Context: an optimization exercise on an open-source flow, tuned for small area and a short achievable clock period. The choices shown serve that exercise and are no tape-out recipe.
Function was not checked in any run shown here: the RTL went through the layout flow alone.
Power and IR drop assume default switching activity.

==> flow/design.v <==
module piped_wallace_mult(
    input wire clock, reset,
    input wire [15:0] x, y,
    output reg [31:0] prod
);
    reg [59:0] r1;
    reg [101:0] r2;
    reg [61:0] r3;
    reg v1, v2;
    wire g1 = x[1] & x[0];
    wire q2 = x[1] ^ x[0];
    wire g3 = x[2] & x[1];
    wire q4 = x[2] ^ x[1];
    wire g5 = x[3] & x[2];
    wire q6 = x[3] ^ x[2];
    wire g7 = x[4] & x[3];
    wire q8 = x[4] ^ x[3];
    wire g9 = x[5] & x[4];
    wire q10 = x[5] ^ x[4];
    wire g11 = x[6] & x[5];
    wire q12 = x[6] ^ x[5];
    wire g13 = x[7] & x[6];
    wire q14 = x[7] ^ x[6];
    wire g15 = x[8] & x[7];
    wire q16 = x[8] ^ x[7];
    wire g17 = x[9] & x[8];
    wire q18 = x[9] ^ x[8];
    wire g19 = x[10] & x[9];
    wire q20 = x[10] ^ x[9];
    wire g21 = x[11] & x[10];
    wire q22 = x[11] ^ x[10];
    wire g23 = x[12] & x[11];
    wire q24 = x[12] ^ x[11];
    wire g25 = x[13] & x[12];
    wire q26 = x[13] ^ x[12];
    wire g27 = x[14] & x[13];
    wire q28 = x[14] ^ x[13];
    wire g29 = x[15] & x[14];
    wire q30 = x[15] ^ x[14];
    wire u31 = q2 & x[0];
    wire t32 = g5 | (q6 & g3);
    wire u33 = q6 & q4;
    wire t34 = g9 | (q10 & g7);
    wire u35 = q10 & q8;
    wire t36 = g13 | (q14 & g11);
    wire u37 = q14 & q12;
    wire t38 = g17 | (q18 & g15);
    wire u39 = q18 & q16;
    wire t40 = g21 | (q22 & g19);
    wire u41 = q22 & q20;
    wire t42 = g25 | (q26 & g23);
    wire u43 = q26 & q24;
    wire t44 = g29 | (q30 & g27);
    wire u45 = q30 & q28;
    wire t46 = g3 | (q4 & g1);
    wire u47 = q4 & u31;
    wire t48 = t32 | (u33 & g1);
    wire u49 = u33 & u31;
    wire t50 = g11 | (q12 & t34);
    wire u51 = q12 & u35;
    wire t52 = t36 | (u37 & t34);
    wire u53 = u37 & u35;
    wire t54 = g19 | (q20 & t38);
    wire u55 = q20 & u39;
    wire t56 = t40 | (u41 & t38);
    wire u57 = u41 & u39;
    wire t58 = g27 | (q28 & t42);
    wire u59 = q28 & u43;
    wire t60 = t44 | (u45 & t42);
    wire u61 = u45 & u43;
    wire t62 = g7 | (q8 & t48);
    wire u63 = q8 & u49;
    wire t64 = t34 | (u35 & t48);
    wire u65 = u35 & u49;
    wire t66 = t50 | (u51 & t48);
    wire u67 = u51 & u49;
    wire t68 = t52 | (u53 & t48);
    wire u69 = u53 & u49;
    wire t70 = g23 | (q24 & t56);
    wire u71 = q24 & u57;
    wire t72 = t42 | (u43 & t56);
    wire u73 = u43 & u57;
    wire t74 = t58 | (u59 & t56);
    wire u75 = u59 & u57;
    wire t76 = t60 | (u61 & t56);
    wire u77 = u61 & u57;
    wire t78 = g15 | (q16 & t68);
    wire u79 = q16 & u69;
    wire t80 = t38 | (u39 & t68);
    wire u81 = u39 & u69;
    wire t82 = t54 | (u55 & t68);
    wire u83 = u55 & u69;
    wire t84 = t56 | (u57 & t68);
    wire u85 = u57 & u69;
    wire t86 = t70 | (u71 & t68);
    wire u87 = u71 & u69;
    wire t88 = t72 | (u73 & t68);
    wire u89 = u73 & u69;
    wire t90 = t74 | (u75 & t68);
    wire u91 = u75 & u69;
    wire t92 = t76 | (u77 & t68);
    wire u93 = u77 & u69;
    wire t94 = x[15] & t92;
    wire u95 = x[15] & u93;
    wire z96 = q4 ^ g1;
    wire z97 = q6 ^ t46;
    wire z98 = q8 ^ t48;
    wire z99 = q10 ^ t62;
    wire z100 = q12 ^ t64;
    wire z101 = q14 ^ t66;
    wire z102 = q16 ^ t68;
    wire z103 = q18 ^ t78;
    wire z104 = q20 ^ t80;
    wire z105 = q22 ^ t82;
    wire z106 = q24 ^ t84;
    wire z107 = q26 ^ t86;
    wire z108 = q28 ^ t88;
    wire z109 = q30 ^ t90;
    wire z110 = x[15] ^ t92;
    wire p111 = ((r1[33] & r1[0]) | (r1[35] & r1[0])) ^ r1[37];
    wire p112 = ((r1[33] & r1[1]) | (r1[34] & r1[0]) | (r1[35] & r1[16])) ^ r1[37];
    wire p113 = ((r1[33] & r1[2]) | (r1[34] & r1[1]) | (r1[35] & r1[17]) | (r1[36] & r1[0])) ^ r1[37];
    wire p114 = ((r1[33] & r1[3]) | (r1[34] & r1[2]) | (r1[35] & r1[18]) | (r1[36] & r1[1])) ^ r1[37];
    wire p115 = ((r1[33] & r1[4]) | (r1[34] & r1[3]) | (r1[35] & r1[19]) | (r1[36] & r1[2])) ^ r1[37];
    wire p116 = ((r1[33] & r1[5]) | (r1[34] & r1[4]) | (r1[35] & r1[20]) | (r1[36] & r1[3])) ^ r1[37];
    wire p117 = ((r1[33] & r1[6]) | (r1[34] & r1[5]) | (r1[35] & r1[21]) | (r1[36] & r1[4])) ^ r1[37];
    wire p118 = ((r1[33] & r1[7]) | (r1[34] & r1[6]) | (r1[35] & r1[22]) | (r1[36] & r1[5])) ^ r1[37];
    wire p119 = ((r1[33] & r1[8]) | (r1[34] & r1[7]) | (r1[35] & r1[23]) | (r1[36] & r1[6])) ^ r1[37];
    wire p120 = ((r1[33] & r1[9]) | (r1[34] & r1[8]) | (r1[35] & r1[24]) | (r1[36] & r1[7])) ^ r1[37];
    wire p121 = ((r1[33] & r1[10]) | (r1[34] & r1[9]) | (r1[35] & r1[25]) | (r1[36] & r1[8])) ^ r1[37];
    wire p122 = ((r1[33] & r1[11]) | (r1[34] & r1[10]) | (r1[35] & r1[26]) | (r1[36] & r1[9])) ^ r1[37];
    wire p123 = ((r1[33] & r1[12]) | (r1[34] & r1[11]) | (r1[35] & r1[27]) | (r1[36] & r1[10])) ^ r1[37];
    wire p124 = ((r1[33] & r1[13]) | (r1[34] & r1[12]) | (r1[35] & r1[28]) | (r1[36] & r1[11])) ^ r1[37];
    wire p125 = ((r1[33] & r1[14]) | (r1[34] & r1[13]) | (r1[35] & r1[29]) | (r1[36] & r1[12])) ^ r1[37];
    wire p126 = ((r1[33] & r1[15]) | (r1[34] & r1[14]) | (r1[35] & r1[30]) | (r1[36] & r1[13])) ^ r1[37];
    wire p127 = ((r1[34] & r1[15]) | (r1[35] & r1[31]) | (r1[36] & r1[14])) ^ r1[37];
    wire p128 = ((r1[35] & r1[32]) | (r1[36] & r1[15])) ^ r1[37];
    wire p129 = ((r1[38] & r1[0]) | (r1[40] & r1[0])) ^ r1[42];
    wire p130 = ((r1[38] & r1[1]) | (r1[39] & r1[0]) | (r1[40] & r1[16])) ^ r1[42];
    wire p131 = ((r1[38] & r1[2]) | (r1[39] & r1[1]) | (r1[40] & r1[17]) | (r1[41] & r1[0])) ^ r1[42];
    wire p132 = ((r1[38] & r1[3]) | (r1[39] & r1[2]) | (r1[40] & r1[18]) | (r1[41] & r1[1])) ^ r1[42];
    wire p133 = ((r1[38] & r1[4]) | (r1[39] & r1[3]) | (r1[40] & r1[19]) | (r1[41] & r1[2])) ^ r1[42];
    wire p134 = ((r1[38] & r1[5]) | (r1[39] & r1[4]) | (r1[40] & r1[20]) | (r1[41] & r1[3])) ^ r1[42];
    wire p135 = ((r1[38] & r1[6]) | (r1[39] & r1[5]) | (r1[40] & r1[21]) | (r1[41] & r1[4])) ^ r1[42];
    wire p136 = ((r1[38] & r1[7]) | (r1[39] & r1[6]) | (r1[40] & r1[22]) | (r1[41] & r1[5])) ^ r1[42];
    wire p137 = ((r1[38] & r1[8]) | (r1[39] & r1[7]) | (r1[40] & r1[23]) | (r1[41] & r1[6])) ^ r1[42];
    wire p138 = ((r1[38] & r1[9]) | (r1[39] & r1[8]) | (r1[40] & r1[24]) | (r1[41] & r1[7])) ^ r1[42];
    wire p139 = ((r1[38] & r1[10]) | (r1[39] & r1[9]) | (r1[40] & r1[25]) | (r1[41] & r1[8])) ^ r1[42];
    wire p140 = ((r1[38] & r1[11]) | (r1[39] & r1[10]) | (r1[40] & r1[26]) | (r1[41] & r1[9])) ^ r1[42];
    wire p141 = ((r1[38] & r1[12]) | (r1[39] & r1[11]) | (r1[40] & r1[27]) | (r1[41] & r1[10])) ^ r1[42];
    wire p142 = ((r1[38] & r1[13]) | (r1[39] & r1[12]) | (r1[40] & r1[28]) | (r1[41] & r1[11])) ^ r1[42];
    wire p143 = ((r1[38] & r1[14]) | (r1[39] & r1[13]) | (r1[40] & r1[29]) | (r1[41] & r1[12])) ^ r1[42];
    wire p144 = ((r1[38] & r1[15]) | (r1[39] & r1[14]) | (r1[40] & r1[30]) | (r1[41] & r1[13])) ^ r1[42];
    wire p145 = ((r1[39] & r1[15]) | (r1[40] & r1[31]) | (r1[41] & r1[14])) ^ r1[42];
    wire p146 = ((r1[40] & r1[32]) | (r1[41] & r1[15])) ^ r1[42];
    wire p147 = ((r1[43] & r1[0]) | (r1[45] & r1[0])) ^ r1[47];
    wire p148 = ((r1[43] & r1[1]) | (r1[44] & r1[0]) | (r1[45] & r1[16])) ^ r1[47];
    wire p149 = ((r1[43] & r1[2]) | (r1[44] & r1[1]) | (r1[45] & r1[17]) | (r1[46] & r1[0])) ^ r1[47];
    wire p150 = ((r1[43] & r1[3]) | (r1[44] & r1[2]) | (r1[45] & r1[18]) | (r1[46] & r1[1])) ^ r1[47];
    wire p151 = ((r1[43] & r1[4]) | (r1[44] & r1[3]) | (r1[45] & r1[19]) | (r1[46] & r1[2])) ^ r1[47];
    wire p152 = ((r1[43] & r1[5]) | (r1[44] & r1[4]) | (r1[45] & r1[20]) | (r1[46] & r1[3])) ^ r1[47];
    wire p153 = ((r1[43] & r1[6]) | (r1[44] & r1[5]) | (r1[45] & r1[21]) | (r1[46] & r1[4])) ^ r1[47];
    wire p154 = ((r1[43] & r1[7]) | (r1[44] & r1[6]) | (r1[45] & r1[22]) | (r1[46] & r1[5])) ^ r1[47];
    wire p155 = ((r1[43] & r1[8]) | (r1[44] & r1[7]) | (r1[45] & r1[23]) | (r1[46] & r1[6])) ^ r1[47];
    wire p156 = ((r1[43] & r1[9]) | (r1[44] & r1[8]) | (r1[45] & r1[24]) | (r1[46] & r1[7])) ^ r1[47];
    wire p157 = ((r1[43] & r1[10]) | (r1[44] & r1[9]) | (r1[45] & r1[25]) | (r1[46] & r1[8])) ^ r1[47];
    wire p158 = ((r1[43] & r1[11]) | (r1[44] & r1[10]) | (r1[45] & r1[26]) | (r1[46] & r1[9])) ^ r1[47];
    wire p159 = ((r1[43] & r1[12]) | (r1[44] & r1[11]) | (r1[45] & r1[27]) | (r1[46] & r1[10])) ^ r1[47];
    wire p160 = ((r1[43] & r1[13]) | (r1[44] & r1[12]) | (r1[45] & r1[28]) | (r1[46] & r1[11])) ^ r1[47];
    wire p161 = ((r1[43] & r1[14]) | (r1[44] & r1[13]) | (r1[45] & r1[29]) | (r1[46] & r1[12])) ^ r1[47];
    wire p162 = ((r1[43] & r1[15]) | (r1[44] & r1[14]) | (r1[45] & r1[30]) | (r1[46] & r1[13])) ^ r1[47];
    wire p163 = ((r1[44] & r1[15]) | (r1[45] & r1[31]) | (r1[46] & r1[14])) ^ r1[47];
    wire p164 = ((r1[45] & r1[32]) | (r1[46] & r1[15])) ^ r1[47];
    wire p165 = ((r1[48] & r1[0]) | (r1[50] & r1[0])) ^ r1[52];
    wire p166 = ((r1[48] & r1[1]) | (r1[49] & r1[0]) | (r1[50] & r1[16])) ^ r1[52];
    wire p167 = ((r1[48] & r1[2]) | (r1[49] & r1[1]) | (r1[50] & r1[17]) | (r1[51] & r1[0])) ^ r1[52];
    wire p168 = ((r1[48] & r1[3]) | (r1[49] & r1[2]) | (r1[50] & r1[18]) | (r1[51] & r1[1])) ^ r1[52];
    wire p169 = ((r1[48] & r1[4]) | (r1[49] & r1[3]) | (r1[50] & r1[19]) | (r1[51] & r1[2])) ^ r1[52];
    wire p170 = ((r1[48] & r1[5]) | (r1[49] & r1[4]) | (r1[50] & r1[20]) | (r1[51] & r1[3])) ^ r1[52];
    wire p171 = ((r1[48] & r1[6]) | (r1[49] & r1[5]) | (r1[50] & r1[21]) | (r1[51] & r1[4])) ^ r1[52];
    wire p172 = ((r1[48] & r1[7]) | (r1[49] & r1[6]) | (r1[50] & r1[22]) | (r1[51] & r1[5])) ^ r1[52];
    wire p173 = ((r1[48] & r1[8]) | (r1[49] & r1[7]) | (r1[50] & r1[23]) | (r1[51] & r1[6])) ^ r1[52];
    wire p174 = ((r1[48] & r1[9]) | (r1[49] & r1[8]) | (r1[50] & r1[24]) | (r1[51] & r1[7])) ^ r1[52];
    wire p175 = ((r1[48] & r1[10]) | (r1[49] & r1[9]) | (r1[50] & r1[25]) | (r1[51] & r1[8])) ^ r1[52];
    wire p176 = ((r1[48] & r1[11]) | (r1[49] & r1[10]) | (r1[50] & r1[26]) | (r1[51] & r1[9])) ^ r1[52];
    wire p177 = ((r1[48] & r1[12]) | (r1[49] & r1[11]) | (r1[50] & r1[27]) | (r1[51] & r1[10])) ^ r1[52];
    wire p178 = ((r1[48] & r1[13]) | (r1[49] & r1[12]) | (r1[50] & r1[28]) | (r1[51] & r1[11])) ^ r1[52];
    wire p179 = ((r1[48] & r1[14]) | (r1[49] & r1[13]) | (r1[50] & r1[29]) | (r1[51] & r1[12])) ^ r1[52];
    wire p180 = ((r1[48] & r1[15]) | (r1[49] & r1[14]) | (r1[50] & r1[30]) | (r1[51] & r1[13])) ^ r1[52];
    wire p181 = ((r1[49] & r1[15]) | (r1[50] & r1[31]) | (r1[51] & r1[14])) ^ r1[52];
    wire p182 = ((r1[50] & r1[32]) | (r1[51] & r1[15])) ^ r1[52];
    wire p183 = ((r1[53] & r1[0]) | (r1[55] & r1[0])) ^ r1[57];
    wire p184 = ((r1[53] & r1[1]) | (r1[54] & r1[0]) | (r1[55] & r1[16])) ^ r1[57];
    wire p185 = ((r1[53] & r1[2]) | (r1[54] & r1[1]) | (r1[55] & r1[17]) | (r1[56] & r1[0])) ^ r1[57];
    wire p186 = ((r1[53] & r1[3]) | (r1[54] & r1[2]) | (r1[55] & r1[18]) | (r1[56] & r1[1])) ^ r1[57];
    wire p187 = ((r1[53] & r1[4]) | (r1[54] & r1[3]) | (r1[55] & r1[19]) | (r1[56] & r1[2])) ^ r1[57];
    wire p188 = ((r1[53] & r1[5]) | (r1[54] & r1[4]) | (r1[55] & r1[20]) | (r1[56] & r1[3])) ^ r1[57];
    wire p189 = ((r1[53] & r1[6]) | (r1[54] & r1[5]) | (r1[55] & r1[21]) | (r1[56] & r1[4])) ^ r1[57];
    wire p190 = ((r1[53] & r1[7]) | (r1[54] & r1[6]) | (r1[55] & r1[22]) | (r1[56] & r1[5])) ^ r1[57];
    wire p191 = ((r1[53] & r1[8]) | (r1[54] & r1[7]) | (r1[55] & r1[23]) | (r1[56] & r1[6])) ^ r1[57];
    wire p192 = ((r1[53] & r1[9]) | (r1[54] & r1[8]) | (r1[55] & r1[24]) | (r1[56] & r1[7])) ^ r1[57];
    wire p193 = ((r1[53] & r1[10]) | (r1[54] & r1[9]) | (r1[55] & r1[25]) | (r1[56] & r1[8])) ^ r1[57];
    wire p194 = ((r1[53] & r1[11]) | (r1[54] & r1[10]) | (r1[55] & r1[26]) | (r1[56] & r1[9])) ^ r1[57];
    wire p195 = ((r1[53] & r1[12]) | (r1[54] & r1[11]) | (r1[55] & r1[27]) | (r1[56] & r1[10])) ^ r1[57];
    wire p196 = ((r1[53] & r1[13]) | (r1[54] & r1[12]) | (r1[55] & r1[28]) | (r1[56] & r1[11])) ^ r1[57];
    wire p197 = ((r1[53] & r1[14]) | (r1[54] & r1[13]) | (r1[55] & r1[29]) | (r1[56] & r1[12])) ^ r1[57];
    wire p198 = ((r1[53] & r1[15]) | (r1[54] & r1[14]) | (r1[55] & r1[30]) | (r1[56] & r1[13])) ^ r1[57];
    wire p199 = ((r1[54] & r1[15]) | (r1[55] & r1[31]) | (r1[56] & r1[14])) ^ r1[57];
    wire p200 = ((r1[55] & r1[32]) | (r1[56] & r1[15])) ^ r1[57];
    wire p201 = (r1[58] & r1[0]);
    wire p202 = (r1[58] & r1[1]) | (r1[59] & r1[0]);
    wire p203 = (r1[58] & r1[2]) | (r1[59] & r1[1]);
    wire p204 = (r1[58] & r1[3]) | (r1[59] & r1[2]);
    wire p205 = (r1[58] & r1[4]) | (r1[59] & r1[3]);
    wire p206 = (r1[58] & r1[5]) | (r1[59] & r1[4]);
    wire p207 = (r1[58] & r1[6]) | (r1[59] & r1[5]);
    wire p208 = (r1[58] & r1[7]) | (r1[59] & r1[6]);
    wire p209 = (r1[58] & r1[8]) | (r1[59] & r1[7]);
    wire p210 = (r1[58] & r1[9]) | (r1[59] & r1[8]);
    wire p211 = (r1[58] & r1[10]) | (r1[59] & r1[9]);
    wire p212 = (r1[58] & r1[11]) | (r1[59] & r1[10]);
    wire p213 = (r1[58] & r1[12]) | (r1[59] & r1[11]);
    wire p214 = (r1[58] & r1[13]) | (r1[59] & r1[12]);
    wire p215 = (r1[58] & r1[14]) | (r1[59] & r1[13]);
    wire p216 = (r1[58] & r1[15]) | (r1[59] & r1[14]);
    wire p217 = (r1[59] & r1[15]);
    wire p218 = ~r1[37];
    wire p219 = ~r1[42];
    wire p220 = ~r1[47];
    wire p221 = ~r1[52];
    wire p222 = ~r1[57];
    wire s223 = p120 ^ p135;
    wire c224 = p120 & p135;
    wire s225 = p121 ^ p136;
    wire c226 = p121 & p136;
    wire s227 = p122 ^ p137;
    wire c228 = p122 & p137;
    wire s229 = p123 ^ p138 ^ p153;
    wire c230 = (p123 & p138) | (p123 & p153) | (p138 & p153);
    wire s231 = p168 ^ p183;
    wire c232 = p168 & p183;
    wire s233 = p124 ^ p139 ^ p154;
    wire c234 = (p124 & p139) | (p124 & p154) | (p139 & p154);
    wire s235 = p169 ^ p184;
    wire c236 = p169 & p184;
    wire s237 = p125 ^ p140 ^ p155;
    wire c238 = (p125 & p140) | (p125 & p155) | (p140 & p155);
    wire s239 = p170 ^ p185;
    wire c240 = p170 & p185;
    wire s241 = p126 ^ p141 ^ p156;
    wire c242 = (p126 & p141) | (p126 & p156) | (p141 & p156);
    wire s243 = p171 ^ p186 ^ p201;
    wire c244 = (p171 & p186) | (p171 & p201) | (p186 & p201);
    wire s245 = p127 ^ p142 ^ p157;
    wire c246 = (p127 & p142) | (p127 & p157) | (p142 & p157);
    wire s247 = p172 ^ p187 ^ p202;
    wire c248 = (p172 & p187) | (p172 & p202) | (p187 & p202);
    wire s249 = p128 ^ p143 ^ p158;
    wire c250 = (p128 & p143) | (p128 & p158) | (p143 & p158);
    wire s251 = p173 ^ p188 ^ p203;
    wire c252 = (p173 & p188) | (p173 & p203) | (p188 & p203);
    wire s253 = p144 ^ p159 ^ p174;
    wire c254 = (p144 & p159) | (p144 & p174) | (p159 & p174);
    wire s255 = p189 ^ p204 ^ r1[37];
    wire c256 = (p189 & p204) | (p189 & r1[37]) | (p204 & r1[37]);
    wire s257 = p145 ^ p160 ^ p175;
    wire c258 = (p145 & p160) | (p145 & p175) | (p160 & p175);
    wire s259 = p190 ^ p205 ^ r1[37];
    wire c260 = (p190 & p205) | (p190 & r1[37]) | (p205 & r1[37]);
    wire s261 = p146 ^ p161 ^ p176;
    wire c262 = (p146 & p161) | (p146 & p176) | (p161 & p176);
    wire s263 = p191 ^ p206 ^ r1[37];
    wire c264 = (p191 & p206) | (p191 & r1[37]) | (p206 & r1[37]);
    wire s265 = p162 ^ p177 ^ p192;
    wire c266 = (p162 & p177) | (p162 & p192) | (p177 & p192);
    wire s267 = p207 ^ p218 ^ p219;
    wire c268 = (p207 & p218) | (p207 & p219) | (p218 & p219);
    wire s269 = p163 ^ p178 ^ p193;
    wire c270 = (p163 & p178) | (p163 & p193) | (p178 & p193);
    wire s271 = p208 ^ 1'b1;
    wire c272 = p208 & 1'b1;
    wire s273 = p164 ^ p179 ^ p194;
    wire c274 = (p164 & p179) | (p164 & p194) | (p179 & p194);
    wire s275 = p209 ^ 1'b1;
    wire c276 = p209 & 1'b1;
    wire s277 = p180 ^ p195 ^ p210;
    wire c278 = (p180 & p195) | (p180 & p210) | (p195 & p210);
    wire s279 = p181 ^ p196;
    wire c280 = p181 & p196;
    wire s281 = p182 ^ p197;
    wire c282 = p182 & p197;
    wire s283 = r2[11] ^ r2[12];
    wire c284 = r2[11] & r2[12];
    wire s285 = r2[15] ^ r2[16];
    wire c286 = r2[15] & r2[16];
    wire s287 = r2[18] ^ r2[19];
    wire c288 = r2[18] & r2[19];
    wire s289 = r2[21] ^ r2[22] ^ r2[23];
    wire c290 = (r2[21] & r2[22]) | (r2[21] & r2[23]) | (r2[22] & r2[23]);
    wire s291 = r2[25] ^ r2[26] ^ r2[27];
    wire c292 = (r2[25] & r2[26]) | (r2[25] & r2[27]) | (r2[26] & r2[27]);
    wire s293 = r2[29] ^ r2[30] ^ r2[31];
    wire c294 = (r2[29] & r2[30]) | (r2[29] & r2[31]) | (r2[30] & r2[31]);
    wire s295 = r2[33] ^ r2[34] ^ r2[35];
    wire c296 = (r2[33] & r2[34]) | (r2[33] & r2[35]) | (r2[34] & r2[35]);
    wire s297 = r2[37] ^ r2[38] ^ r2[39];
    wire c298 = (r2[37] & r2[38]) | (r2[37] & r2[39]) | (r2[38] & r2[39]);
    wire s299 = r2[41] ^ r2[42] ^ r2[43];
    wire c300 = (r2[41] & r2[42]) | (r2[41] & r2[43]) | (r2[42] & r2[43]);
    wire s301 = r2[45] ^ r2[46] ^ r2[47];
    wire c302 = (r2[45] & r2[46]) | (r2[45] & r2[47]) | (r2[46] & r2[47]);
    wire s303 = r2[49] ^ r2[50] ^ r2[51];
    wire c304 = (r2[49] & r2[50]) | (r2[49] & r2[51]) | (r2[50] & r2[51]);
    wire s305 = r2[53] ^ r2[54] ^ r2[55];
    wire c306 = (r2[53] & r2[54]) | (r2[53] & r2[55]) | (r2[54] & r2[55]);
    wire s307 = r2[57] ^ r2[58] ^ r2[59];
    wire c308 = (r2[57] & r2[58]) | (r2[57] & r2[59]) | (r2[58] & r2[59]);
    wire s309 = r2[61] ^ r2[62] ^ r2[63];
    wire c310 = (r2[61] & r2[62]) | (r2[61] & r2[63]) | (r2[62] & r2[63]);
    wire s311 = r2[65] ^ r2[66] ^ r2[67];
    wire c312 = (r2[65] & r2[66]) | (r2[65] & r2[67]) | (r2[66] & r2[67]);
    wire s313 = r2[69] ^ r2[70] ^ r2[71];
    wire c314 = (r2[69] & r2[70]) | (r2[69] & r2[71]) | (r2[70] & r2[71]);
    wire s315 = r2[73] ^ r2[74] ^ r2[75];
    wire c316 = (r2[73] & r2[74]) | (r2[73] & r2[75]) | (r2[74] & r2[75]);
    wire s317 = r2[77] ^ r2[78] ^ r2[79];
    wire c318 = (r2[77] & r2[78]) | (r2[77] & r2[79]) | (r2[78] & r2[79]);
    wire s319 = r2[81] ^ r2[82] ^ r2[83];
    wire c320 = (r2[81] & r2[82]) | (r2[81] & r2[83]) | (r2[82] & r2[83]);
    wire s321 = r2[85] ^ r2[86] ^ r2[87];
    wire c322 = (r2[85] & r2[86]) | (r2[85] & r2[87]) | (r2[86] & r2[87]);
    wire s323 = r2[88] ^ r2[89] ^ r2[90];
    wire c324 = (r2[88] & r2[89]) | (r2[88] & r2[90]) | (r2[89] & r2[90]);
    wire s325 = r2[91] ^ r2[92] ^ r2[93];
    wire c326 = (r2[91] & r2[92]) | (r2[91] & r2[93]) | (r2[92] & r2[93]);
    wire s327 = r2[95] ^ r2[96];
    wire c328 = r2[95] & r2[96];
    wire s329 = r2[97] ^ r2[98];
    wire c330 = r2[97] & r2[98];
    wire s331 = r2[4] ^ r2[5];
    wire c332 = r2[4] & r2[5];
    wire s333 = r2[7] ^ r2[8];
    wire c334 = r2[7] & r2[8];
    wire s335 = r2[9] ^ r2[10];
    wire c336 = r2[9] & r2[10];
    wire s337 = s283 ^ r2[13] ^ r2[14];
    wire c338 = (s283 & r2[13]) | (s283 & r2[14]) | (r2[13] & r2[14]);
    wire s339 = c284 ^ s285 ^ r2[17];
    wire c340 = (c284 & s285) | (c284 & r2[17]) | (s285 & r2[17]);
    wire s341 = c286 ^ s287 ^ r2[20];
    wire c342 = (c286 & s287) | (c286 & r2[20]) | (s287 & r2[20]);
    wire s343 = c288 ^ s289 ^ r2[24];
    wire c344 = (c288 & s289) | (c288 & r2[24]) | (s289 & r2[24]);
    wire s345 = c290 ^ s291 ^ r2[28];
    wire c346 = (c290 & s291) | (c290 & r2[28]) | (s291 & r2[28]);
    wire s347 = c292 ^ s293 ^ r2[32];
    wire c348 = (c292 & s293) | (c292 & r2[32]) | (s293 & r2[32]);
    wire s349 = c294 ^ s295 ^ r2[36];
    wire c350 = (c294 & s295) | (c294 & r2[36]) | (s295 & r2[36]);
    wire s351 = c296 ^ s297 ^ r2[40];
    wire c352 = (c296 & s297) | (c296 & r2[40]) | (s297 & r2[40]);
    wire s353 = c298 ^ s299 ^ r2[44];
    wire c354 = (c298 & s299) | (c298 & r2[44]) | (s299 & r2[44]);
    wire s355 = c300 ^ s301 ^ r2[48];
    wire c356 = (c300 & s301) | (c300 & r2[48]) | (s301 & r2[48]);
    wire s357 = c302 ^ s303 ^ r2[52];
    wire c358 = (c302 & s303) | (c302 & r2[52]) | (s303 & r2[52]);
    wire s359 = c304 ^ s305 ^ r2[56];
    wire c360 = (c304 & s305) | (c304 & r2[56]) | (s305 & r2[56]);
    wire s361 = c306 ^ s307 ^ r2[60];
    wire c362 = (c306 & s307) | (c306 & r2[60]) | (s307 & r2[60]);
    wire s363 = c308 ^ s309 ^ r2[64];
    wire c364 = (c308 & s309) | (c308 & r2[64]) | (s309 & r2[64]);
    wire s365 = c310 ^ s311 ^ r2[68];
    wire c366 = (c310 & s311) | (c310 & r2[68]) | (s311 & r2[68]);
    wire s367 = c312 ^ s313 ^ r2[72];
    wire c368 = (c312 & s313) | (c312 & r2[72]) | (s313 & r2[72]);
    wire s369 = c314 ^ s315 ^ r2[76];
    wire c370 = (c314 & s315) | (c314 & r2[76]) | (s315 & r2[76]);
    wire s371 = c316 ^ s317 ^ r2[80];
    wire c372 = (c316 & s317) | (c316 & r2[80]) | (s317 & r2[80]);
    wire s373 = c318 ^ s319 ^ r2[84];
    wire c374 = (c318 & s319) | (c318 & r2[84]) | (s319 & r2[84]);
    wire s375 = c320 ^ s321 ^ 1'b1;
    wire c376 = (c320 & s321) | (c320 & 1'b1) | (s321 & 1'b1);
    wire s377 = c322 ^ s323 ^ 1'b1;
    wire c378 = (c322 & s323) | (c322 & 1'b1) | (s323 & 1'b1);
    wire s379 = c324 ^ s325 ^ r2[94];
    wire c380 = (c324 & s325) | (c324 & r2[94]) | (s325 & r2[94]);
    wire s381 = c326 ^ s327 ^ 1'b1;
    wire c382 = (c326 & s327) | (c326 & 1'b1) | (s327 & 1'b1);
    wire s383 = c328 ^ s329 ^ 1'b1;
    wire c384 = (c328 & s329) | (c328 & 1'b1) | (s329 & 1'b1);
    wire s385 = c330 ^ r2[99] ^ r2[100];
    wire c386 = (c330 & r2[99]) | (c330 & r2[100]) | (r2[99] & r2[100]);
    wire s387 = r2[101] ^ 1'b1;
    wire c388 = r2[101] & 1'b1;
    wire g389 = r3[0] & r3[1];
    wire q390 = r3[0] ^ r3[1];
    wire g391 = r3[4] & r3[5];
    wire q392 = r3[4] ^ r3[5];
    wire g393 = r3[6] & r3[7];
    wire q394 = r3[6] ^ r3[7];
    wire g395 = r3[8] & r3[9];
    wire q396 = r3[8] ^ r3[9];
    wire g397 = r3[10] & r3[11];
    wire q398 = r3[10] ^ r3[11];
    wire g399 = r3[12] & r3[13];
    wire q400 = r3[12] ^ r3[13];
    wire g401 = r3[14] & r3[15];
    wire q402 = r3[14] ^ r3[15];
    wire g403 = r3[16] & r3[17];
    wire q404 = r3[16] ^ r3[17];
    wire g405 = r3[18] & r3[19];
    wire q406 = r3[18] ^ r3[19];
    wire g407 = r3[20] & r3[21];
    wire q408 = r3[20] ^ r3[21];
    wire g409 = r3[22] & r3[23];
    wire q410 = r3[22] ^ r3[23];
    wire g411 = r3[24] & r3[25];
    wire q412 = r3[24] ^ r3[25];
    wire g413 = r3[26] & r3[27];
    wire q414 = r3[26] ^ r3[27];
    wire g415 = r3[28] & r3[29];
    wire q416 = r3[28] ^ r3[29];
    wire g417 = r3[30] & r3[31];
    wire q418 = r3[30] ^ r3[31];
    wire g419 = r3[32] & r3[33];
    wire q420 = r3[32] ^ r3[33];
    wire g421 = r3[34] & r3[35];
    wire q422 = r3[34] ^ r3[35];
    wire g423 = r3[36] & r3[37];
    wire q424 = r3[36] ^ r3[37];
    wire g425 = r3[38] & r3[39];
    wire q426 = r3[38] ^ r3[39];
    wire g427 = r3[40] & r3[41];
    wire q428 = r3[40] ^ r3[41];
    wire g429 = r3[42] & r3[43];
    wire q430 = r3[42] ^ r3[43];
    wire g431 = r3[44] & r3[45];
    wire q432 = r3[44] ^ r3[45];
    wire g433 = r3[46] & r3[47];
    wire q434 = r3[46] ^ r3[47];
    wire g435 = r3[48] & r3[49];
    wire q436 = r3[48] ^ r3[49];
    wire g437 = r3[50] & r3[51];
    wire q438 = r3[50] ^ r3[51];
    wire g439 = r3[52] & r3[53];
    wire q440 = r3[52] ^ r3[53];
    wire g441 = r3[54] & r3[55];
    wire q442 = r3[54] ^ r3[55];
    wire g443 = r3[56] & r3[57];
    wire q444 = r3[56] ^ r3[57];
    wire g445 = r3[58] & r3[59];
    wire q446 = r3[58] ^ r3[59];
    wire g447 = r3[60] & r3[61];
    wire q448 = r3[60] ^ r3[61];
    wire t449 = r3[2] & g389;
    wire u450 = r3[2] & q390;
    wire u451 = q392 & r3[3];
    wire t452 = g395 | (q396 & g393);
    wire u453 = q396 & q394;
    wire t454 = g399 | (q400 & g397);
    wire u455 = q400 & q398;
    wire t456 = g403 | (q404 & g401);
    wire u457 = q404 & q402;
    wire t458 = g407 | (q408 & g405);
    wire u459 = q408 & q406;
    wire t460 = g411 | (q412 & g409);
    wire u461 = q412 & q410;
    wire t462 = g415 | (q416 & g413);
    wire u463 = q416 & q414;
    wire t464 = g419 | (q420 & g417);
    wire u465 = q420 & q418;
    wire t466 = g423 | (q424 & g421);
    wire u467 = q424 & q422;
    wire t468 = g427 | (q428 & g425);
    wire u469 = q428 & q426;
    wire t470 = g431 | (q432 & g429);
    wire u471 = q432 & q430;
    wire t472 = g435 | (q436 & g433);
    wire u473 = q436 & q434;
    wire t474 = g439 | (q440 & g437);
    wire u475 = q440 & q438;
    wire t476 = g443 | (q444 & g441);
    wire u477 = q444 & q442;
    wire t478 = g447 | (q448 & g445);
    wire u479 = q448 & q446;
    wire t480 = r3[3] & t449;
    wire u481 = r3[3] & u450;
    wire t482 = g391 | (u451 & t449);
    wire u483 = u451 & u450;
    wire t484 = g397 | (q398 & t452);
    wire u485 = q398 & u453;
    wire t486 = t454 | (u455 & t452);
    wire u487 = u455 & u453;
    wire t488 = g405 | (q406 & t456);
    wire u489 = q406 & u457;
    wire t490 = t458 | (u459 & t456);
    wire u491 = u459 & u457;
    wire t492 = g413 | (q414 & t460);
    wire u493 = q414 & u461;
    wire t494 = t462 | (u463 & t460);
    wire u495 = u463 & u461;
    wire t496 = g421 | (q422 & t464);
    wire u497 = q422 & u465;
    wire t498 = t466 | (u467 & t464);
    wire u499 = u467 & u465;
    wire t500 = g429 | (q430 & t468);
    wire u501 = q430 & u469;
    wire t502 = t470 | (u471 & t468);
    wire u503 = u471 & u469;
    wire t504 = g437 | (q438 & t472);
    wire u505 = q438 & u473;
    wire t506 = t474 | (u475 & t472);
    wire u507 = u475 & u473;
    wire t508 = g445 | (q446 & t476);
    wire u509 = q446 & u477;
    wire t510 = t478 | (u479 & t476);
    wire u511 = u479 & u477;
    wire t512 = g393 | (q394 & t482);
    wire u513 = q394 & u483;
    wire t514 = t452 | (u453 & t482);
    wire u515 = u453 & u483;
    wire t516 = t484 | (u485 & t482);
    wire u517 = u485 & u483;
    wire t518 = t486 | (u487 & t482);
    wire u519 = u487 & u483;
    wire t520 = g409 | (q410 & t490);
    wire u521 = q410 & u491;
    wire t522 = t460 | (u461 & t490);
    wire u523 = u461 & u491;
    wire t524 = t492 | (u493 & t490);
    wire u525 = u493 & u491;
    wire t526 = t494 | (u495 & t490);
    wire u527 = u495 & u491;
    wire t528 = g425 | (q426 & t498);
    wire u529 = q426 & u499;
    wire t530 = t468 | (u469 & t498);
    wire u531 = u469 & u499;
    wire t532 = t500 | (u501 & t498);
    wire u533 = u501 & u499;
    wire t534 = t502 | (u503 & t498);
    wire u535 = u503 & u499;
    wire t536 = g441 | (q442 & t506);
    wire u537 = q442 & u507;
    wire t538 = t476 | (u477 & t506);
    wire u539 = u477 & u507;
    wire t540 = t508 | (u509 & t506);
    wire u541 = u509 & u507;
    wire t542 = t510 | (u511 & t506);
    wire u543 = u511 & u507;
    wire t544 = g401 | (q402 & t518);
    wire u545 = q402 & u519;
    wire t546 = t456 | (u457 & t518);
    wire u547 = u457 & u519;
    wire t548 = t488 | (u489 & t518);
    wire u549 = u489 & u519;
    wire t550 = t490 | (u491 & t518);
    wire u551 = u491 & u519;
    wire t552 = t520 | (u521 & t518);
    wire u553 = u521 & u519;
    wire t554 = t522 | (u523 & t518);
    wire u555 = u523 & u519;
    wire t556 = t524 | (u525 & t518);
    wire u557 = u525 & u519;
    wire t558 = t526 | (u527 & t518);
    wire u559 = u527 & u519;
    wire t560 = g433 | (q434 & t534);
    wire u561 = q434 & u535;
    wire t562 = t472 | (u473 & t534);
    wire u563 = u473 & u535;
    wire t564 = t504 | (u505 & t534);
    wire u565 = u505 & u535;
    wire t566 = t506 | (u507 & t534);
    wire u567 = u507 & u535;
    wire t568 = t536 | (u537 & t534);
    wire u569 = u537 & u535;
    wire t570 = t538 | (u539 & t534);
    wire u571 = u539 & u535;
    wire t572 = t540 | (u541 & t534);
    wire u573 = u541 & u535;
    wire t574 = t542 | (u543 & t534);
    wire u575 = u543 & u535;
    wire t576 = g417 | (q418 & t558);
    wire u577 = q418 & u559;
    wire t578 = t464 | (u465 & t558);
    wire u579 = u465 & u559;
    wire t580 = t496 | (u497 & t558);
    wire u581 = u497 & u559;
    wire t582 = t498 | (u499 & t558);
    wire u583 = u499 & u559;
    wire t584 = t528 | (u529 & t558);
    wire u585 = u529 & u559;
    wire t586 = t530 | (u531 & t558);
    wire u587 = u531 & u559;
    wire t588 = t532 | (u533 & t558);
    wire u589 = u533 & u559;
    wire t590 = t534 | (u535 & t558);
    wire u591 = u535 & u559;
    wire t592 = t560 | (u561 & t558);
    wire u593 = u561 & u559;
    wire t594 = t562 | (u563 & t558);
    wire u595 = u563 & u559;
    wire t596 = t564 | (u565 & t558);
    wire u597 = u565 & u559;
    wire t598 = t566 | (u567 & t558);
    wire u599 = u567 & u559;
    wire t600 = t568 | (u569 & t558);
    wire u601 = u569 & u559;
    wire t602 = t570 | (u571 & t558);
    wire u603 = u571 & u559;
    wire t604 = t572 | (u573 & t558);
    wire u605 = u573 & u559;
    wire t606 = t574 | (u575 & t558);
    wire u607 = u575 & u559;
    wire z608 = r3[2] ^ g389;
    wire z609 = r3[3] ^ t449;
    wire z610 = q392 ^ t480;
    wire z611 = q394 ^ t482;
    wire z612 = q396 ^ t512;
    wire z613 = q398 ^ t514;
    wire z614 = q400 ^ t516;
    wire z615 = q402 ^ t518;
    wire z616 = q404 ^ t544;
    wire z617 = q406 ^ t546;
    wire z618 = q408 ^ t548;
    wire z619 = q410 ^ t550;
    wire z620 = q412 ^ t552;
    wire z621 = q414 ^ t554;
    wire z622 = q416 ^ t556;
    wire z623 = q418 ^ t558;
    wire z624 = q420 ^ t576;
    wire z625 = q422 ^ t578;
    wire z626 = q424 ^ t580;
    wire z627 = q426 ^ t582;
    wire z628 = q428 ^ t584;
    wire z629 = q430 ^ t586;
    wire z630 = q432 ^ t588;
    wire z631 = q434 ^ t590;
    wire z632 = q436 ^ t592;
    wire z633 = q438 ^ t594;
    wire z634 = q440 ^ t596;
    wire z635 = q442 ^ t598;
    wire z636 = q444 ^ t600;
    wire z637 = q446 ^ t602;
    wire z638 = q448 ^ t604;
    wire [31:0] result = {z638, z637, z636, z635, z634, z633, z632, z631, z630, z629, z628, z627, z626, z625, z624, z623, z622, z621, z620, z619, z618, z617, z616, z615, z614, z613, z612, z611, z610, z609, z608, q390};
    always @(posedge clock) begin
        r1 <= {(y[14] & y[15]), (y[14] & ~y[15]) | (~y[14] & y[15]), y[14], (y[11] & y[12] & y[13] & ~y[14]) | (~y[11] & ~y[12] & ~y[13] & y[14]), (y[11] & ~y[12] & y[13] & ~y[14]) | (~y[11] & y[12] & y[13] & ~y[14]) | (y[11] & ~y[12] & ~y[13] & y[14]) | (~y[11] & y[12] & ~y[13] & y[14]), (y[11] & y[12] & ~y[13] & ~y[14]) | (~y[11] & ~y[12] & y[13] & ~y[14]) | (y[11] & y[12] & ~y[13] & y[14]) | (~y[11] & ~y[12] & y[13] & y[14]), (y[11] & ~y[12] & ~y[13] & ~y[14]) | (~y[11] & y[12] & ~y[13] & ~y[14]) | (y[11] & ~y[12] & y[13] & y[14]) | (~y[11] & y[12] & y[13] & y[14]), y[11], (y[8] & y[9] & y[10] & ~y[11]) | (~y[8] & ~y[9] & ~y[10] & y[11]), (y[8] & ~y[9] & y[10] & ~y[11]) | (~y[8] & y[9] & y[10] & ~y[11]) | (y[8] & ~y[9] & ~y[10] & y[11]) | (~y[8] & y[9] & ~y[10] & y[11]), (y[8] & y[9] & ~y[10] & ~y[11]) | (~y[8] & ~y[9] & y[10] & ~y[11]) | (y[8] & y[9] & ~y[10] & y[11]) | (~y[8] & ~y[9] & y[10] & y[11]), (y[8] & ~y[9] & ~y[10] & ~y[11]) | (~y[8] & y[9] & ~y[10] & ~y[11]) | (y[8] & ~y[9] & y[10] & y[11]) | (~y[8] & y[9] & y[10] & y[11]), y[8], (y[5] & y[6] & y[7] & ~y[8]) | (~y[5] & ~y[6] & ~y[7] & y[8]), (y[5] & ~y[6] & y[7] & ~y[8]) | (~y[5] & y[6] & y[7] & ~y[8]) | (y[5] & ~y[6] & ~y[7] & y[8]) | (~y[5] & y[6] & ~y[7] & y[8]), (y[5] & y[6] & ~y[7] & ~y[8]) | (~y[5] & ~y[6] & y[7] & ~y[8]) | (y[5] & y[6] & ~y[7] & y[8]) | (~y[5] & ~y[6] & y[7] & y[8]), (y[5] & ~y[6] & ~y[7] & ~y[8]) | (~y[5] & y[6] & ~y[7] & ~y[8]) | (y[5] & ~y[6] & y[7] & y[8]) | (~y[5] & y[6] & y[7] & y[8]), y[5], (y[2] & y[3] & y[4] & ~y[5]) | (~y[2] & ~y[3] & ~y[4] & y[5]), (y[2] & ~y[3] & y[4] & ~y[5]) | (~y[2] & y[3] & y[4] & ~y[5]) | (y[2] & ~y[3] & ~y[4] & y[5]) | (~y[2] & y[3] & ~y[4] & y[5]), (y[2] & y[3] & ~y[4] & ~y[5]) | (~y[2] & ~y[3] & y[4] & ~y[5]) | (y[2] & y[3] & ~y[4] & y[5]) | (~y[2] & ~y[3] & y[4] & y[5]), (y[2] & ~y[3] & ~y[4] & ~y[5]) | (~y[2] & y[3] & ~y[4] & ~y[5]) | (y[2] & ~y[3] & y[4] & y[5]) | (~y[2] & y[3] & y[4] & y[5]), y[2], (~y[0] & ~y[1] & y[2]), (y[0] & y[1] & ~y[2]) | (y[0] & ~y[1] & y[2]), (~y[0] & y[1] & ~y[2]) | (~y[0] & y[1] & y[2]), (y[0] & ~y[1] & ~y[2]) | (y[0] & y[1] & y[2]), t94, z110, z109, z108, z107, z106, z105, z104, z103, z102, z101, z100, z99, z98, z97, z96, q2, x[15], x[14], x[13], x[12], x[11], x[10], x[9], x[8], x[7], x[6], x[5], x[4], x[3], x[2], x[1], x[0]};
        r2 <= {p217, p222, p216, p215, p200, p214, p199, p221, p213, p198, c282, p212, s281, c280, p211, s279, c278, p220, s277, c276, c274, s275, s273, c272, c270, s271, s269, c268, c266, s267, s265, c264, c262, s263, s261, c260, c258, s259, s257, c256, c254, s255, s253, c252, c250, s251, s249, c248, c246, s247, s245, c244, c242, s243, s241, c240, c238, s239, s237, c236, c234, s235, s233, c232, c230, r1[57], s231, s229, c228, p167, p152, s227, c226, p166, p151, s225, c224, r1[52], p165, p150, s223, p149, p134, p119, p148, p133, p118, r1[47], p147, p132, p117, p131, p116, p130, p115, r1[42], p129, p114, p113, p112, r1[37], p111};
    end
    always @(posedge clock or posedge reset)
        if (reset) begin
            v1 <= 1'b0; v2 <= 1'b0; r3 <= 62'd0; prod <= 32'd0;
        end else begin
            v1 <= 1'b1; v2 <= v1;
            r3 <= v2 ? {s387, c386, s385, c384, s383, c382, s381, c380, s379, c378, s377, c376, s375, c374, s373, c372, s371, c370, s369, c368, s367, c366, s365, c364, s363, c362, s361, c360, s359, c358, s357, c356, s355, c354, s353, c352, s351, c350, s349, c348, s347, c346, s345, c344, s343, c342, s341, c340, s339, c338, s337, c336, s335, c334, s333, c332, r2[6], s331, r2[3], r2[2], r2[1], r2[0]} : 62'd0;
            prod <= result;
        end
endmodule
==> flow/run.sh <==
#!/bin/bash
# synth_recipe.tcl (not shown) runs the flow's synth.tcl, then flattens the netlist and writes it again
# the make line also repeats each setting of config.mk as NAME=value (left out here)
make -C /OpenROAD-flow-scripts/flow DESIGN_CONFIG=/design/flow/config.mk WORK_HOME=/design/flow/orfs CLKGATE_MAP_FILE= SYNTH_SCRIPT=/design/flow/synth_recipe.tcl finish
==> flow/config.mk <==
export PLATFORM = sky130hd
export DESIGN_NAME = piped_wallace_mult
export DESIGN_NICKNAME = piped_wallace_mult
export VERILOG_FILES = /design/flow/design.v
export SDC_FILE = /design/flow/constraint.sdc
export NUM_CORES = 4
export LEC_CHECK = 0
export ABC_CLOCK_PERIOD_IN_PS = 1500
export CAP_MARGIN = 20
export CORE_MARGIN = 2
export CORE_UTILIZATION = 40
export SETUP_SLACK_MARGIN = 1.1
export SLEW_MARGIN = 20
==> flow/constraint.sdc <==
create_clock -name core_clock -period 2.8 [get_ports {clock}]
set_input_delay 0.5600 -clock core_clock [delete_from_list [all_inputs] [get_ports {clock}]]
set_output_delay 0.5600 -clock core_clock [all_outputs]
set_load 0.01 [all_outputs]
==> reports/summary.log, run 1 <==
INFO  run_status     status=finished clean
INFO  global_routing globalRouteOverflowTotal=0
INFO  timing         peak_clock_frequency_supported_by_timing=0.362GHz
INFO  floorplanning  floorplan.die.height=179um
INFO  logic_synthesis synth_largest_area_cell=sky130_fd_sc_hd__dfxtp_1
INFO  final_layout   fin_area=16100um2
INFO  detailed_routing avgRoutedWirePerCell=17.3um
INFO  detailed_routing drt_drc_violations_left=0
INFO  detailed_routing drtIter0Drc=711
INFO  pwr            clkPwrFrac=26.0%
INFO  placed_design  post_place_worst_slack=-0.188ns
INFO  global_routing grt_pass1_wl=44100um
INFO  placed_design  post-place-cells=1484
INFO  clock_network  tritoncts=done
INFO  timing         final_period_minus_worst_setup_slack=2.76ns
INFO  global_routing global_route.usage.total=17.2%
INFO  timing         max_slew_margin=49.3%
INFO  clock_network  h-tree-depth=1
INFO  floorplanning  die_area=32200um2
INFO  floorplanning  initial_utilization=40.4%
INFO  pwr            power_per_cell_area=849nW/um2
INFO  worst_setup_path worst_setup_sp_type=flop
INFO  logic_synthesis ys.warnings.count=1
INFO  pwr            switching_share=31.4%
INFO  timing         setup_violations=0
INFO  placed_design  gp_congestion=0.910
INFO  logic_synthesis postSynth.topFlopCell=sky130_fd_sc_hd__dfxtp_1
INFO  clock_network  cts-buffers-inserted=27
INFO  pwr            power.leakage=6.88nW
INFO  final_layout   finalNetCount=1384
INFO  detailed_routing vias_per_cell=5.21
INFO  placed_design  postPlaceCellArea=13900um2
INFO  placed_design  place.detailed.hpwl=19100um
INFO  logic_synthesis postSynthCellCount=1061
INFO  worst_setup_path crit_start=r3[41]$_DFF_PP0_
INFO  pwr            overall_power_after_layout=13.6mW
INFO  timing         worst_pin_slew=0.759ns
INFO  clock_network  cts-root-buf=sky130_fd_sc_hd__clkbuf_16
INFO  worst_setup_path setup.worst_path.class=flop to flop
INFO  worst_setup_path critPathArrivalTime=3.21ns
INFO  worst_setup_path crit_required=3.25ns
INFO  timing         timing.final.crit_share=98.6%
INFO  logic_synthesis synth_async_sr_flop_share=37.2%
INFO  detailed_routing drtPass1Iterations=8
INFO  worst_setup_path setup_slack_of_the_worst_register_to_register_path=0.04ns
INFO  logic_synthesis yosys.cell_count.top_type=sky130_fd_sc_hd__dfxtp_1
INFO  flow_run       max_cap_viol_count=0
INFO  floorplanning  core=30400um2
INFO  hold_path      min-delay-path-class=input pin to flop
INFO  final_layout   antenna_cells_inserted=0
INFO  pwr            cell_internal_power=9.36mW
INFO  logic_synthesis syn-num-nets=1229
INFO  timing         fin_skew=0.00993ns
INFO  logic_synthesis mappedNetlistArea=12300um2
INFO  timing         grt_setup_unrepaired=true
INFO  logic_synthesis yosys_register_bits=258
INFO  pwr            power.switching=4.28mW
INFO  pwr            comb_power_share=34.4%
INFO  logic_synthesis synth_enable_flop_cells=0
INFO  final_layout   n_fill_cell=2613
INFO  global_routing antenna_found_initial=1
INFO  clock_network  clock_latency_on_the_worst_skew_pair=0.53ns
INFO  worst_setup_path crit-reg2reg-capture=prod[31]$_DFF_PP0_
INFO  worst_setup_path timing.critical_path.fanout_max=3
INFO  final_layout   fin_cells=1632
INFO  timing         final_critical_path_setup_slack=0.0398ns
INFO  worst_setup_path reg2reg_from=r3[41]$_DFF_PP0_
INFO  timing         report.final.hold_viol_count=0
INFO  timing         slew_violations=0
INFO  logic_synthesis fraction_of_synthesized_cell_area_taken_by_the_top_area_cell_type=26.4%
INFO  timing         finalHoldWorstSlack=0.180ns
INFO  clock_network  cts-root-to-sink-buffers=3
INFO  worst_setup_path worst_setup_path_end_kind=flop
INFO  floorplanning  std_cell_rows=64
INFO  worst_setup_path crit_end=prod[31]$_DFF_PP0_
INFO  detailed_routing routed_wl=28300um
INFO  final_layout   area.growth.synth_to_final=30.7%
INFO  global_routing first_global_vias=8274
INFO  logic_synthesis post_synth.cell_area_avg=11.6um2
INFO  timing         finalSetupTns=0ns
INFO  detailed_routing num_vias=8510
INFO  final_layout   layout.core_utilization=52.8%
INFO  logic_synthesis synthTopCellsByArea=sky130_fd_sc_hd__dfxtp_1, sky130_fd_sc_hd__dfrtp_1, sky130_fd_sc_hd__fa_1
INFO  floorplanning  io_pins=66
INFO  pwr            worst_ir_drop_vdd=0.472mV
INFO  logic_synthesis yosysUniqueCellTypes=47
INFO  floorplanning  die_width=179um
INFO  global_routing grt_start_max_net_pins=63
INFO  clock_network  path_clk_slew=0.06ns
INFO  final_layout   final_layout_size_suffix_gt1_share=31.2%
INFO  logic_synthesis synth.cells.most_frequent=sky130_fd_sc_hd__dfxtp_1, sky130_fd_sc_hd__xnor2_1, sky130_fd_sc_hd__dfrtp_1
INFO  pwr            power_frac_seq=39.5%
INFO  detailed_routing antenna_left=0
INFO  worst_setup_path r2r.worst_path.cells=10
INFO  clock_network  clkSinkCount=258
INFO  placed_design  numPortBuffers=65
INFO  logic_synthesis synth-seq-area-share=45.9%
-- state kept, by name (all words and copies together) (netlist names) --
| signal | cells |
|---|---|
| v2 | 1 |
| prod | 32 |
| v1 | 1 |
| r2 | 102 |
| r3 | 62 |
| r1 | 60 |
-- logic make-up after synthesis --
family | synth area share, %
other cells | 0.0305
xor+xnor | 9.40
flops | 45.9
fa+ha+maj | 17.7
buf+inv | 4.27
compound gates | 15.6
simple gates | 7.12
-- area by class of cell --
cell class                 count  area, um2  area share, %
sequential                   258       5770           35.9
multi-input combinational    663       6930           43.1
tap                          396        495           3.08
clock inverter                 6       61.3          0.381
clock buffer                  43        851           5.29
timing repair buffer         214       1770           11.0
inverter                      52        199           1.24
-- power groups by stage --
stage / Sequential, mW / Clock, mW / Combinational [mW]
floorplan: 5.27 / 0 / 2.98
global placement: 5.45 / 0 / 4.38
detailed placement: 5.48 / 0 / 4.44
CTS: 5.41 / 3.66 / 4.52
global route: 5.50 / 3.81 / 5.39
finish: 5.39 / 3.55 / 4.70
-- worst min-delay path by stage --
stage | startpoint | to | slack, ns | cells after the start
2_1_floorplan | r1[57]$_DFF_P_ | r2[36]$_DFF_P_ | 0.33 | 0
3_3_place_gp | v1$_DFF_PP0_ | v2$_DFF_PP0_ | 0.33 | 0
3_5_place_dp | v1$_DFF_PP0_ | v2$_DFF_PP0_ | 0.33 | 0
4_1_cts | x[0] | r1[0]$_DFF_P_ | 0.16 | 1
5_1_grt | x[0] | r1[0]$_DFF_P_ | 0.16 | 1
6_report | x[0] | r1[0]$_DFF_P_ | 0.18 | 1
-- metal layers --
layer	track usage, %	part of all wire [%]	vias up
met5	0	0	-
met2	27.0	45	327
li1	-	-	4022
met3	3.21	6.7	69
met4	5.58	2.9	0
met1	24.2	45	4092
-- critical path, stage by stage, from the launching register on --
cell and delay [ns]:
sky130_fd_sc_hd__dfrtp_1 0.40, sky130_fd_sc_hd__ha_4 0.26, sky130_fd_sc_hd__a21o_1 0.15, sky130_fd_sc_hd__a21o_1 0.15
sky130_fd_sc_hd__a211o_1 0.28, sky130_fd_sc_hd__o21a_1 0.19, sky130_fd_sc_hd__or3_4 0.38, sky130_fd_sc_hd__o31a_1 0.29
sky130_fd_sc_hd__a211o_1 0.31, sky130_fd_sc_hd__a21oi_2 0.16, sky130_fd_sc_hd__xnor2_1 0.12
-- cell usage in the layout, fill, tap and decap left out, drive strengths merged, types with 5 or more instances in the layout --
| cell type | n |
|---|---|
| a21o | 7 |
| a21oi | 20 |
| a221oi | 70 |
| a222oi | 10 |
| a22o | 81 |
| a22oi | 9 |
| and2 | 48 |
| buf | 157 |
| clkbuf | 72 |
| clkdlybuf4s50 | 23 |
| dfrtp | 96 |
| dfxtp | 162 |
| fa | 66 |
| ha | 68 |
| inv | 51 |
| nand2 | 27 |
| nor2 | 27 |
| nor2b | 27 |
| nor3 | 5 |
| o21a | 6 |
| o21ai | 16 |
| xnor2 | 119 |
| xor2 | 13 |
-- repair_timing --
item                       in CTS  in global routing
cloned                          0                  0
resized for setup             192                127
hold buffers                    0                  0
hold endpoints to repair        0                  0
pin swaps                      44                 88
buffers inserted               36                 63
setup endpoints to repair     118                 95
==> run 2, diff against run 1 <==
--- a/flow/config.mk
+++ b/flow/config.mk
@@ -5,9 +5,8 @@
 export SDC_FILE = /design/flow/constraint.sdc
 export NUM_CORES = 4
 export LEC_CHECK = 0
-export ABC_CLOCK_PERIOD_IN_PS = 1500
 export CAP_MARGIN = 20
 export CORE_MARGIN = 2
 export CORE_UTILIZATION = 40
-export SETUP_SLACK_MARGIN = 1.1
+export SETUP_SLACK_MARGIN = 0.6
 export SLEW_MARGIN = 20
==> run 2 against run 1 <==
  * Flip-flop and latch count unchanged
  * Synthesized cell count is the same
  * Largest power group unchanged
  * Sequential power is essentially flat
  * Worst hold slack gained 0.087 ns
  * Highest routed layer unchanged
  * Final area shrank 7.2%
  * Area after synthesis unchanged
  * Global-route usage is 0.53 points lower
  * Non-clock buffer count down 92
==> reports/summary.log, run 2 <==
INFO  global_routing first_global_vias=8126
INFO  final_layout   layout.cells.most_common=sky130_fd_sc_hd__dfxtp_1
INFO  logic_synthesis synth_async_sr_flop_share=37.2%
INFO  pwr            power_per_cell_area=914nW/um2
INFO  pwr            power_frac_seq=39.6%
INFO  logic_synthesis syn-num-nets=1229
INFO  timing         report.final.hold_viol_count=0
INFO  timing         finalSetupTns=0ns
INFO  pwr            worst_ir_drop_vdd=0.548mV
INFO  detailed_routing drt_drc_violations_left=0
INFO  global_routing grt_start_max_net_pins=63
INFO  run_status     status=finished clean
INFO  detailed_routing routed_wl=26300um
INFO  pwr            power.leakage=6.29nW
INFO  timing         worst_pin_slew=0.902ns
INFO  logic_synthesis post_synth.cell_area_avg=11.6um2
INFO  placed_design  gp_congestion=0.886
INFO  final_layout   finalNetCount=1292
INFO  placed_design  place.detailed.hpwl=18700um
INFO  clock_network  cts-root-buf=sky130_fd_sc_hd__clkbuf_16
INFO  clock_network  cts-buffers-inserted=27
INFO  final_layout   multiInputGateArea=6540um2
INFO  logic_synthesis yosys_register_bits=258
INFO  timing         timing.final.crit_share=98.2%
INFO  final_layout   max_ffs_per_register=102
INFO  clock_network  h-tree-depth=1
INFO  worst_setup_path setup.worst_path.class=flop to flop
INFO  logic_synthesis postSynth.topFlopCell=sky130_fd_sc_hd__dfxtp_1
INFO  clock_network  cts-hold-fix-buffers=0
INFO  global_routing global_route.usage.total=16.7%
INFO  floorplanning  std_cell_rows=64
INFO  worst_setup_path worst_path_largest_cell_delay=0.40ns
INFO  worst_setup_path timing.critical_path.fanout_max=3
INFO  worst_setup_path path_delay_family=compound AO/OA/AOI/OAI gates
INFO  final_layout   n_fill_cell=2735
INFO  final_layout   layout.core_utilization=49.0%
INFO  clock_network  clkSinkCount=258
INFO  logic_synthesis postSynthCellCount=1061
INFO  logic_synthesis synth_largest_area_cell=sky130_fd_sc_hd__dfxtp_1
INFO  pwr            cell_internal_power=9.39mW
INFO  worst_setup_path critPathArrivalTime=3.19ns
INFO  flow_run       max_cap_viol_count=0
INFO  floorplanning  die_width=179um
INFO  pwr            clkPwrFrac=26.6%
INFO  detailed_routing avgRoutedWirePerCell=17.1um
INFO  logic_synthesis synth-seq-area-share=45.9%
INFO  pwr            power.switching=4.23mW
INFO  final_layout   regArea=5650um2
INFO  placed_design  post_place_worst_slack=-0.238ns
INFO  timing         grt_setup_unrepaired=true
INFO  logic_synthesis ys.warnings.count=1
INFO  pwr            switching_share=31.1%
INFO  logic_synthesis fraction_of_synthesized_cell_area_taken_by_the_top_area_cell_type=26.4%
INFO  global_routing globalRouteOverflowTotal=0
INFO  final_layout   area.growth.synth_to_final=21.2%
INFO  floorplanning  die_area=32200um2
INFO  timing         setup_violations=0
INFO  clock_network  tritoncts=done
INFO  global_routing grt_pass1_wl=42800um
INFO  timing         peak_clock_frequency_supported_by_timing=0.364GHz
INFO  clock_network  clock_latency_on_the_worst_skew_pair=0.53ns
INFO  placed_design  numPortBuffers=65
INFO  detailed_routing vias_per_cell=5.18
INFO  final_layout   max_flop_register=r2
INFO  logic_synthesis synthTopCellsByArea=sky130_fd_sc_hd__dfxtp_1, sky130_fd_sc_hd__dfrtp_1, sky130_fd_sc_hd__fa_1
INFO  clock_network  path_clk_slew=0.06ns
INFO  floorplanning  initial_utilization=40.4%
INFO  timing         final_critical_path_setup_slack=0.0508ns
INFO  global_routing antenna_found_initial=0
INFO  logic_synthesis synth.mux.area_fraction=0%
INFO  logic_synthesis synth_xor_area_share=9.40%
INFO  floorplanning  floorplan.die.height=179um
INFO  timing         final_period_minus_worst_setup_slack=2.75ns
INFO  logic_synthesis synth.cells.most_frequent=sky130_fd_sc_hd__dfxtp_1, sky130_fd_sc_hd__xnor2_1, sky130_fd_sc_hd__dfrtp_1
INFO  worst_setup_path timing.critical_path.slowest_stage_cell=sky130_fd_sc_hd__dfrtp_1
INFO  final_layout   final_cell_mix=sky130_fd_sc_hd__dfxtp_1, sky130_fd_sc_hd__xnor2_1, sky130_fd_sc_hd__dfrtp_1
INFO  logic_synthesis yosys.area_share.simple=7.12%
INFO  logic_synthesis mappedNetlistArea=12300um2
INFO  logic_synthesis yosysUniqueCellTypes=47
INFO  worst_setup_path worst_setup_path_end_kind=flop
INFO  detailed_routing drtIter0Drc=754
INFO  detailed_routing drtPass1Iterations=6
INFO  timing         finalHoldWorstSlack=0.267ns
INFO  floorplanning  io_pins=66
INFO  worst_setup_path crit_required=3.24ns
INFO  hold_path      worstHoldPathCells=1
INFO  final_layout   antenna_cells_inserted=0
INFO  worst_setup_path worst_setup_sp_type=flop
INFO  timing         slew_violations=0
INFO  worst_setup_path r2r.worst_path.cells=10
INFO  logic_synthesis synth_enable_flop_cells=0
INFO  final_layout   largest_registers_ranked_by_flip_flop_count=r2: 102 flops, r3: 62 flops, r1: 60 flops
INFO  detailed_routing antenna_left=0
INFO  worst_setup_path critical_path.cell_chain=ha_4 > a21o_1 > a21o_1 > a211o_1 > o21a_1 > or3_4 > o31a_1 > a211o_1 > a21oi_2 > xnor2_1
INFO  logic_synthesis synth_top_family_by_area=adder cells
INFO  timing         fin_skew=0.0151ns
INFO  worst_setup_path worstPathBufferInverterCount=0
INFO  pwr            comb_power_share=33.8%
INFO  worst_setup_path crit_cells=10
INFO  hold_path      min-delay-path-class=input pin to flop
INFO  detailed_routing num_vias=7977
INFO  timing         max_slew_margin=39.8%
INFO  logic_synthesis post_synth_fa_ha_maj_area_fraction=17.7%
INFO  clock_network  cts-root-to-sink-buffers=3
INFO  logic_synthesis area_fraction_in_compound_gates_after_synthesis=15.6%
INFO  floorplanning  core=30400um2
INFO  logic_synthesis yosys.cell_count.top_type=sky130_fd_sc_hd__dfxtp_1
INFO  final_layout   final_layout_size_suffix_gt1_share=14.5%
-- run 2: changes by cell type in the layout (fill, tap and decap cells not counted), moves of 26 or more --
cell	delta
sky130_fd_sc_hd__dfxtp_1	+44
sky130_fd_sc_hd__a221oi_1	+38
sky130_fd_sc_hd__buf_4	-63
sky130_fd_sc_hd__clkbuf_2	-28
sky130_fd_sc_hd__dfxtp_4	-26
sky130_fd_sc_hd__clkdlybuf4s50_1	+33
sky130_fd_sc_hd__a221oi_2	-34
-- run 2: per-stage QoR --
step | instances | area, um2 | total power, mW
3_5_place_dp | 1473 | 13600 | 9.80
3_3_place_gp | 1473 | 13600 | 9.72
6_report | 1540 | 14900 | 13.6
4_1_cts | 1533 | 14600 | 13.6
5_1_grt | 1540 | 14900 | 14.6
2_1_floorplan | 1061 | 12400 | 8.15
-- run 2: cell families after synthesis --
| group | Yosys count |
|---|---|
| DFF | 258 |
| AOI/OAI and AO/OA | 238 |
| and+or+nand+nor | 158 |
| buffers and inverters | 140 |
| adders and majority gates | 134 |
| xor gates and xnor gates | 132 |
| other | 1 |
-- run 2: path summary, 6_finish.rpt --
check / start / slack, ns / endpoint
worst max register to register: r3[41]$_DFF_PP0_ / 0.05 / prod[31]$_DFF_PP0_
min in group asynchronous: reset / 0.40 / prod[23]$_DFF_PP0_
max in group asynchronous: reset / 1.79 / prod[1]$_DFF_PP0_
worst max-delay path: r3[41]$_DFF_PP0_ / 0.05 / prod[31]$_DFF_PP0_
worst min-delay path: x[0] / 0.27 / r1[0]$_DFF_P_
worst min register to register: v1$_DFF_PP0_ / 0.35 / v2$_DFF_PP0_
-- run 2: repair_timing --
item | CTS | global route
setup buffers | 11 | 7
setup endpoints to repair | 20 | 26
gates resized for setup | 29 | 43
pin swaps | 27 | 23
-- run 2: power by group through the flow --
stage	clock network [mW]	registers [mW]	logic, mW
after floorplan	0	5.27	2.88
after global placement	0	5.44	4.28
after detailed placement	0	5.47	4.33
after CTS	3.73	5.40	4.45
after global routing	3.87	5.50	5.28
final	3.62	5.40	4.61
-- run 2: area by class of cell --
type / count / share of cell area, %
clock inverter: 14 / 0.898
inverter: 52 / 1.33
clock buffer: 35 / 5.30
tap: 396 / 3.32
multi-input combinational: 663 / 43.8
timing repair buffer: 122 / 7.45
sequential: 258 / 37.9
-- run 2: layer usage --
| layer | global-route usage [%] | vias to the layer above | routed length [um] |
|---|---|---|---|
| met3 | 2.89 | 46 | 1770 |
| met1 | 23.7 | 3843 | 12300 |
| met5 | 0 | - | 0 |
| met4 | 5.51 | 0 | 615 |
| met2 | 26.1 | 271 | 11600 |
| li1 | - | 3817 | - |

## what the ideal ports hide
The flow's constraints put no driver on any port. The routed layouts listed below were extracted and timed again, unchanged, in two steps.
Step 1 (the two cells are an assumption about what drives the block):
set clk [get_ports {clock}]
set_driving_cell -lib_cell sky130_fd_sc_hd__clkbuf_16 $clk
set_driving_cell -lib_cell sky130_fd_sc_hd__buf_2 [delete_from_list [all_inputs] $clk]
Step 2 times the ports against the registers' clock, not the clock port: input delays grow and output delays shrink by t, the midpoint of the rising clock arrivals with the driver on.
a / b / c = no drivers / after step 1 / after step 2; a / b = the first two.
run	t, ns	slack for setup (ns)	worst setup path after step 2
run 1	0.571	0.040 / 0.040 / 0.040	register to register
run 2	0.566	0.051 / 0.051 / 0.051	register to register
After both steps every run listed still meets setup and hold.
